Background: an optimization exercise with open tools, aiming at small area, a short achievable clock period and few clock cycles. Do not read the settings as production practice. Where RTL was checked, it was by simulation tests only, not by an equivalence proof against the original. Power is estimated from default activity; no workload was simulated.

==> module router_top, before the edit <==
module router_top(clock,resetn,pkt_valid,read_enb_0,read_enb_1,read_enb_2,data_in,
                  busy,err,vld_out_0,vld_out_1,vld_out_2,data_out_0,data_out_1,data_out_2);
  input [7:0] data_in;
  input pkt_valid,clock,resetn,read_enb_0,read_enb_1,read_enb_2;
  output [7:0] data_out_0,data_out_1,data_out_2;
  output vld_out_0,vld_out_1,vld_out_2,err,busy;
  reg busy_q, in_pkt, err_q, rv;
  reg [1:0] addr;       
  reg [7:0] r, par;
  wire [2:0] vld = {vld_out_2, vld_out_1, vld_out_0};
  wire [2:0] rdq = {read_enb_2, read_enb_1, read_enb_0};
  wire take = ~busy_q & (in_pkt | pkt_valid);
  wire [1:0] tgt = in_pkt ? addr : data_in[1:0];
  wire [1:0] addr_n = take ? tgt : addr;
  wire [2:0] hit = {addr_n == 2'd2, addr_n == 2'd1, addr_n == 2'd0};
  wire [2:0] at = {addr == 2'd2, addr == 2'd1, addr == 2'd0};
  wire [2:0] keep = vld & ~rdq;             
  wire [2:0] load = {3{rv & ~busy_q}} & at;
  wire [2:0] vld_next = keep | ({3{take | busy_q}} & hit);
  fifo fifo_0(clock, resetn, r, load[0], vld_next[0], vld_out_0, data_out_0);
  fifo fifo_1(clock, resetn, r, load[1], vld_next[1], vld_out_1, data_out_1);
  fifo fifo_2(clock, resetn, r, load[2], vld_next[2], vld_out_2, data_out_2);
  always @(posedge clock)
    if (!resetn) begin
      busy_q <= 1'b0; in_pkt <= 1'b0; err_q <= 1'b0; rv <= 1'b0;
    end else begin
      in_pkt <= take ? pkt_valid : in_pkt;
      rv <= take | busy_q;
      busy_q <= (take | busy_q) & keep[addr_n];
      err_q <= take & in_pkt & ~pkt_valid & (|(par ^ data_in));
    end
  always @(posedge clock) begin
    addr <= addr_n;
    if (!busy_q) r <= data_in;
    if (!in_pkt) par <= data_in;
    else if (!busy_q) par <= par ^ data_in;
  end
  assign busy = busy_q;
  assign err = err_q;
endmodule
clock: 5.0 ns
lec_check: 0
cap_margin: 20
core_margin: 2
core_utilization: 40
setup_slack_margin: 3.2
slew_margin: 20
run.sh (not shown) runs the stock make flow with config.mk's settings and CLKGATE_MAP_FILE= SYNTH_SCRIPT=/design/flow/synth_recipe.tcl, a recipe that flattens the netlist after the stock synthesis.
Testbench counts at the start, summed over its fixed seeds: cycles 28,229.
Edit:
--- a/flow/design.v
+++ b/flow/design.v
@@ -23,11 +23,11 @@
                   busy,err,vld_out_0,vld_out_1,vld_out_2,data_out_0,data_out_1,data_out_2);
   input [7:0] data_in;
   input pkt_valid,clock,resetn,read_enb_0,read_enb_1,read_enb_2;
   output [7:0] data_out_0,data_out_1,data_out_2;
   output vld_out_0,vld_out_1,vld_out_2,err,busy;
-  reg busy_q, in_pkt, err_q, rv;
+  reg busy_q, in_pkt, pe, err_q, rv;
   reg [1:0] addr;       
   reg [7:0] r, par;
   wire [2:0] vld = {vld_out_2, vld_out_1, vld_out_0};
   wire [2:0] rdq = {read_enb_2, read_enb_1, read_enb_0};
   wire take = ~busy_q & (in_pkt | pkt_valid);
@@ -41,16 +41,17 @@
   fifo fifo_0(clock, resetn, r, load[0], vld_next[0], vld_out_0, data_out_0);
   fifo fifo_1(clock, resetn, r, load[1], vld_next[1], vld_out_1, data_out_1);
   fifo fifo_2(clock, resetn, r, load[2], vld_next[2], vld_out_2, data_out_2);
   always @(posedge clock)
     if (!resetn) begin
-      busy_q <= 1'b0; in_pkt <= 1'b0; err_q <= 1'b0; rv <= 1'b0;
+      busy_q <= 1'b0; in_pkt <= 1'b0; pe <= 1'b0; err_q <= 1'b0; rv <= 1'b0;
     end else begin
       in_pkt <= take ? pkt_valid : in_pkt;
       rv <= take | busy_q;
       busy_q <= (take | busy_q) & keep[addr_n];
-      err_q <= take & in_pkt & ~pkt_valid & (|(par ^ data_in));
+      pe <= take & in_pkt & ~pkt_valid;         
+      err_q <= pe & (|par);                      
     end
   always @(posedge clock) begin
     addr <= addr_n;
     if (!busy_q) r <= data_in;
     if (!in_pkt) par <= data_in;
Hold slack got worse by 0.051 ns.
Fmax stays flat.
Synthesized area shrinks slightly.
Routed wire length grows by a few percent.
Worst setup slack got worse by 0.0048 ns.
Sequential power grows slightly.
Die area shrinks slightly.
Sequential share of layout area grows by 0.17 points.
Power grows by a few percent.
Via count grows by a little under a tenth.
Clock power grows by about a fifth.
Testbench counts after the change, summed over its fixed seeds: cycles 28,230.

* * *

The RTL this note starts from:
==> flow/design.v <==
`timescale 1ns / 1ps
module fifo(
  input clk,
  input rst_n,
  input [7:0] din,
  input wr,
  input rd_enb,
  output vld,
  output c1_q,
  output c2_q,
  output [7:0] dout
);
  reg c1, c2, b;
  reg [7:0] ra, rb;
  wire rd = rd_enb & c1;
  always @(posedge clk) begin
    if (b) ra <= rb;
    if (!c2) rb <= din;
  end
  always @(posedge clk)
    if (!rst_n) begin
      c1 <= 1'b0; c2 <= 1'b0; b <= 1'b0;
    end else begin
      c1 <= wr | c2 | (c1 & ~rd);
      c2 <= ~rd & (c2 | (c1 & wr));
      b <= (wr & (~c1 | rd)) | (c2 & rd);
    end
  assign vld = c1;
  assign c1_q = c1;
  assign c2_q = c2;
  assign dout = ra;
endmodule
`timescale 1ns / 1ps
module router_top(clock,resetn,pkt_valid,read_enb_0,read_enb_1,read_enb_2,data_in,
                  busy,err,vld_out_0,vld_out_1,vld_out_2,data_out_0,data_out_1,data_out_2);
  input [7:0] data_in;
  input pkt_valid,clock,resetn,read_enb_0,read_enb_1,read_enb_2;
  output [7:0] data_out_0,data_out_1,data_out_2;
  output vld_out_0,vld_out_1,vld_out_2,err,busy;
  reg busy_q, in_pkt, pe, err_q;
  reg [1:0] addr;
  reg [7:0] par;
  wire take = ~busy_q & (in_pkt | pkt_valid);
  wire [1:0] tgt = in_pkt ? addr : data_in[1:0];
  wire [2:0] wr = {take & (tgt == 2'd2), take & (tgt == 2'd1), take & (tgt == 2'd0)};
  wire [2:0] c1, c2;
  wire [2:0] rdq = {read_enb_2, read_enb_1, read_enb_0};
  fifo fifo_0(clock, resetn, data_in, wr[0], read_enb_0, vld_out_0, c1[0], c2[0], data_out_0);
  fifo fifo_1(clock, resetn, data_in, wr[1], read_enb_1, vld_out_1, c1[1], c2[1], data_out_1);
  fifo fifo_2(clock, resetn, data_in, wr[2], read_enb_2, vld_out_2, c1[2], c2[2], data_out_2);
  wire [2:0] p = c1 & ~rdq;
  wire [2:0] q = c2 & ~rdq;
  wire any_q = |q;
  reg busy_n;
  always @(*)
    if (in_pkt) begin
      if (busy_q) busy_n = q[addr];
      else if (pkt_valid) busy_n = p[addr];
      else busy_n = any_q | p[addr];
    end else begin
      if (!busy_q && pkt_valid) busy_n = p[data_in[1:0]];
      else busy_n = any_q;
    end
  always @(posedge clock)
    if (!resetn) begin
      busy_q <= 1'b0; in_pkt <= 1'b0; pe <= 1'b0; err_q <= 1'b0;
    end else begin
      in_pkt <= take ? pkt_valid : in_pkt;
      busy_q <= busy_n;
      pe <= take & in_pkt & ~pkt_valid;         
      err_q <= pe & (|par);
    end
  always @(posedge clock) begin
    addr <= tgt;
    if (!in_pkt) par <= data_in;
    else if (!busy_q) par <= par ^ data_in;
  end
  assign busy = busy_q;
  assign err = err_q;
endmodule
==> flow/config.mk <==
export PLATFORM = sky130hd
export DESIGN_NAME = router_top
export DESIGN_NICKNAME = router_top
export VERILOG_FILES = /design/flow/design.v
export SDC_FILE = /design/flow/constraint.sdc
export NUM_CORES = 4
export LEC_CHECK = 0
export CAP_MARGIN = 20
export CORE_MARGIN = 2
export CORE_UTILIZATION = 40
export SETUP_SLACK_MARGIN = 3.0
export SLEW_MARGIN = 20
==> flow/constraint.sdc <==
create_clock -name core_clock -period 5.0 [get_ports {clock}]
set_input_delay 1.0000 -clock core_clock [delete_from_list [all_inputs] [get_ports {clock}]]
set_output_delay 1.0000 -clock core_clock [all_outputs]
set_load 0.01 [all_outputs]
Then changed:
==> flow/design.v (replaced) <==
`timescale 1ns / 1ps
module fifo(
  input clk,
  input rst_n,
  input [7:0] din,
  input wr,
  input rd_enb,
  output vld,
  output full_next,
  output [7:0] dout
);
  reg c1, c2;           
  reg wp, rp;           
  reg [7:0] m0, m1;
  wire rd = rd_enb & c1;
  always @(posedge clk) begin
    if (!c2 && !wp) m0 <= din;
    if (!c2 && wp) m1 <= din;
  end
  always @(posedge clk)
    if (!rst_n) begin
      c1 <= 1'b0; c2 <= 1'b0; wp <= 1'b0; rp <= 1'b0;
    end else begin
      if (wr) wp <= ~wp;
      if (rd) rp <= ~rp;
      c1 <= wr | c2 | (c1 & ~rd);
      c2 <= ~rd & (c2 | (c1 & wr));
    end
  assign full_next = ~rd & (c2 | (c1 & wr));
  assign vld = c1;
  assign dout = rp ? m0 : m1;
endmodule
`timescale 1ns / 1ps
module router_top(clock,resetn,pkt_valid,read_enb_0,read_enb_1,read_enb_2,data_in,
                  busy,err,vld_out_0,vld_out_1,vld_out_2,data_out_0,data_out_1,data_out_2);
  input [7:0] data_in;
  input pkt_valid,clock,resetn,read_enb_0,read_enb_1,read_enb_2;
  output [7:0] data_out_0,data_out_1,data_out_2;
  output vld_out_0,vld_out_1,vld_out_2,err,busy;
  reg busy_q, in_pkt, pe, err_q;
  reg [1:0] addr;
  reg [7:0] par;
  wire take = ~busy_q & (in_pkt | pkt_valid);
  wire [1:0] tgt = in_pkt ? addr : data_in[1:0];
  wire [2:0] wr = {take & (tgt == 2'd2), take & (tgt == 2'd1), take & (tgt == 2'd0)};
  wire [2:0] full_next;
  wire in_pkt_next = take ? pkt_valid : in_pkt;
  fifo fifo_0(clock, resetn, data_in, wr[0], read_enb_0, vld_out_0, full_next[0], data_out_0);
  fifo fifo_1(clock, resetn, data_in, wr[1], read_enb_1, vld_out_1, full_next[1], data_out_1);
  fifo fifo_2(clock, resetn, data_in, wr[2], read_enb_2, vld_out_2, full_next[2], data_out_2);
  always @(posedge clock)
    if (!resetn) begin
      busy_q <= 1'b0; in_pkt <= 1'b0; pe <= 1'b0; err_q <= 1'b0;
    end else begin
      in_pkt <= in_pkt_next;
      busy_q <= in_pkt_next ? full_next[tgt] : |full_next;
      pe <= take & in_pkt & ~pkt_valid;         
      err_q <= pe & (|par);
    end
  always @(posedge clock) begin
    addr <= tgt;
    if (!in_pkt) par <= data_in;
    else if (!busy_q) par <= par ^ data_in;
  end
  assign busy = busy_q;
  assign err = err_q;
endmodule
Result: The new run completed without violations. Via count came out higher by 20%. Die area goes up by 14%. Worst setup slack gets worse by 0.29 ns. Hold slack improved by 0.018 ns. Combinational power climbs by 100%. Power increases by 2.3%. Cell area grows by 17%. Global-route usage rose by 2.4 points. Sequential share of layout area goes down by 6.9 points. Final cell count increases by 23%. Wire length goes up by 28%. Register-to-register slack improves by 0.14 ns.
Testbench counts after the change, summed over its fixed seeds: cycles 28,230.
The RTL of the first run of this note was laid out without a check of its function.

port drivers added, routing unchanged:
The results above use ideal ports. As a check the final layouts listed here were re-extracted and re-timed, cells and wires unchanged.
Step 1, drivers: a clkbuf_16 drives clock and a buf_2 each remaining input, both assumed.
Step 2 times the ports against the registers' clock, not the clock port: input delays grow and output delays shrink by t, the midpoint of the rising clock arrivals with the driver on.
Three values: no drivers, after step 1, after step 2; two values: the first two.
| run | t, ns | slack for setup (ns) | hold slack, ns | worst setup path after step 2 | cell pins on the clock port's net |
|---|---|---|---|---|---|
| the first run of note 1 | 0.318 | 3.182 / 3.156 / 2.958 | 0.481 / 0.481 / 0.481 | input to register | 1 |
| the second run of note 1 | 0.314 | 3.177 / 3.155 / 2.923 | 0.430 / 0.430 / 0.430 | input to register | 1 |
| the first run of note 2 | 0.350 | 3.018 / 2.992 / 2.685 | 0.418 / 0.418 / 0.418 | input to register | 1 |
| the second run of note 2 | 0.363 | 2.729 / 2.702 / 2.673 | 0.436 / 0.436 / 0.436 | input to register | 1 |
After both steps every run listed still meets setup and hold. The setup slack of the first run of note 2, which loses most, moves by -0.026 ns with the drivers and by -0.333 ns with both steps.
